Context: an optimization exercise on an open-source flow, tuned for small area. The choices shown serve that exercise and are no tape-out recipe. The RTL was checked by simulation tests, not by an equivalence proof against the original design.

Design CORDIC_Vectoring_top1, start of the top module:
module CORDIC_Vectoring_top1 #(
        parameter DATA_WIDTH = 16,
        parameter CORDIC_WIDTH = 22,
        parameter CORDIC_STAGES = 16,
        parameter ANGLE_WIDTH = 16
    ) (
        input clk,
        input nreset,
        input vec_en,
        input signed [DATA_WIDTH-1:0] x_vec_in,
        input signed [DATA_WIDTH-1:0] y_vec_in,
        input angle_calc_enable_in,
        output signed [DATA_WIDTH-1:0] x_vec_out,
        output output_valid_o,
        output [CORDIC_STAGES-1:0] micro_angle_o,
        output [1:0] quad_out,
        output vec_microRot_out_start,
        output signed [ANGLE_WIDTH-1:0] angle_out
    );
    function [21:0] radd(input [21:0] a, input [21:0] b, input cin);
        integer i;
        reg c;
        begin
            c = cin;
            for (i = 0; i < 22; i = i + 1) begin
                radd[i] = a[i] ^ b[i] ^ c;
                c = (a[i] & b[i]) | (c & (a[i] ^ b[i]));
            end
        end
    endfunction
    reg [17:1] vld;
    always @(posedge clk or negedge nreset)
        if (~nreset) vld <= 17'd0;
        else         vld <= {vld[16:1], vec_en};
    assign vec_microRot_out_start = vld[1];
    assign output_valid_o = vld[17];
    reg [1:0] quad;
    wire [1:0] quad_in = {y_vec_in[15], x_vec_in[15]};
    always @(posedge clk or negedge nreset)
        if (~nreset)     quad <= 2'b00;
        else if (vec_en) quad <= quad_in;
    assign quad_out = vec_en ? quad_in : quad;
    wire [15:0] x1n, z1n;
    absolute_value stage0 (.x(x_vec_in), .y(y_vec_in), .xh(x1n), .zh(z1n));
    reg [15:0] x1h, z1h;
    always @(posedge clk) begin
        x1h <= x1n;
        z1h <= z1n;
    end
    reg  [15:1] mr;                  
    wire [15:0] dprev = {mr, 1'b0};  
    wire [21:0] xs [1:15];
    wire [21:0] zs [1:15];
    wire [15:1] d;
    assign xs[1] = {x1h, 6'd0};
    assign zs[1] = {z1h, 6'd0};
    genvar k;
    generate
        for (k = 1; k <= 14; k = k + 1) begin : g_stage
  ...
Size in the first run: ~870 flip-flops, roughly 88 I/O pins, roughly 0.045 mm² of cells after synthesis.
==> flow/config.mk <==
export PLATFORM = sky130hd
export DESIGN_NAME = CORDIC_Vectoring_top1
export DESIGN_NICKNAME = CORDIC_Vectoring_top1
export VERILOG_FILES = /design/flow/design.v
export SDC_FILE = /design/flow/constraint.sdc
export NUM_CORES = 4
export LEC_CHECK = 0
export ABC_AREA = 1
export CAP_MARGIN = 20
export CORE_MARGIN = 2
export CORE_UTILIZATION = 40
export CTS_BUF_LIST = sky130_fd_sc_hd__clkbuf_8 sky130_fd_sc_hd__clkbuf_4
export PLACE_DENSITY = 0.6
export SLEW_MARGIN = 20
==> flow/constraint.sdc <==
create_clock -name core_clock -period 10.0 [get_ports {clk}]
set_input_delay 2.0000 -clock core_clock [delete_from_list [all_inputs] [get_ports {clk}]]
set_output_delay 2.0000 -clock core_clock [all_outputs]
set_load 0.01 [all_outputs]
run.sh (not shown) runs the stock make flow with config.mk's settings and CLKGATE_MAP_FILE= SYNTH_SCRIPT=/design/flow/synth_recipe.tcl, a recipe that flattens the netlist after the stock synthesis.
The baseline went through all stages and came out clean.
Rerun with:
Settings changed: ABC_AREA 1 to unset, CTS_BUF_LIST sky130_fd_sc_hd__clkbuf_8 sky130_fd_sc_hd__clkbuf_4 to unset.
After rerunning:
- critical path depth shrinks by 1
- sequential cell count does not change
- final cell count shrinks by 6.8%
- routed wire length came out lower by 0.40%
- sequential share of layout area goes down by 0.21 points

* * *

Starting RTL as in the previous note.
clock: 10.0 ns
lec_check: 0
abc_area: 1
cap_margin: 20
core_margin: 2
core_utilization: 40
cts_buf_list: sky130_fd_sc_hd__clkbuf_8
cts_cluster_diameter: 50
cts_cluster_size: 18
place_density: 0.6
slew_margin: 20
The starting point finished clean.
==> next run, changes <==
--- a/flow/config.mk
+++ b/flow/config.mk
@@ -11,5 +11,5 @@
 export CORE_UTILIZATION = 40
-export CTS_BUF_LIST = sky130_fd_sc_hd__clkbuf_8
-export CTS_CLUSTER_DIAMETER = 50
-export CTS_CLUSTER_SIZE = 18
+export CTS_BUF_LIST = sky130_fd_sc_hd__clkbuf_4
+export CTS_CLUSTER_DIAMETER = 40
+export CTS_CLUSTER_SIZE = 10
 export PLACE_DENSITY = 0.6
Result: Core utilization is lower by 0.22 points. Area after synthesis does not change. Maximum frequency barely changes. Critical path depth does not change.
==> next run, changes <==
--- a/flow/config.mk
+++ b/flow/config.mk
@@ -8,3 +8,3 @@
 export ABC_AREA = 1
-export CAP_MARGIN = 20
+export CAP_MARGIN = 0
 export CORE_MARGIN = 2
@@ -15,2 +15,2 @@
 export PLACE_DENSITY = 0.6
-export SLEW_MARGIN = 20
+export SLEW_MARGIN = 0
Result: Setup slack is about the same; die area does not change; final cell count barely changes; wire length hardly moves; synthesized area stays the same.

[separate check: timing with driven ports]
How much do the figures lean on ideal ports? The routed layouts below were timed once more, with nothing changed but the port constraints.
Step 1: set_driving_cell puts a clkbuf_16 on clk and a buf_2 on each other input, an assumption about the parent block.
Step 2 adds t to the input delays and takes it off the output delays; t is the mean of the earliest and latest rising clock arrival at the registers after step 1. Input paths then give back, and output paths get back, about the clock's delay inside the block.
Three values: ideal ports, drivers, drivers and shift; two values: the first two.
run | t, ns | slack for setup (ns) | hold slack, ns
the first run of note 1 | 0.832 | 0.310 / 0.310 / 0.310 | 0.416 / 0.416 / 0.416
the second run of note 1 | 0.706 | 0.353 / 0.353 / 0.353 | 0.409 / 0.409 / 0.409
the first run of note 2 | 0.780 | 0.304 / 0.304 / 0.304 | 0.413 / 0.413 / 0.413
the second run of note 2 | 1.067 | 0.324 / 0.324 / 0.324 | 0.379 / 0.379 / 0.379
the third run of note 2 | 1.069 | 0.326 / 0.326 / 0.326 | 0.382 / 0.382 / 0.382
After both steps setup and hold are still met in every run listed.
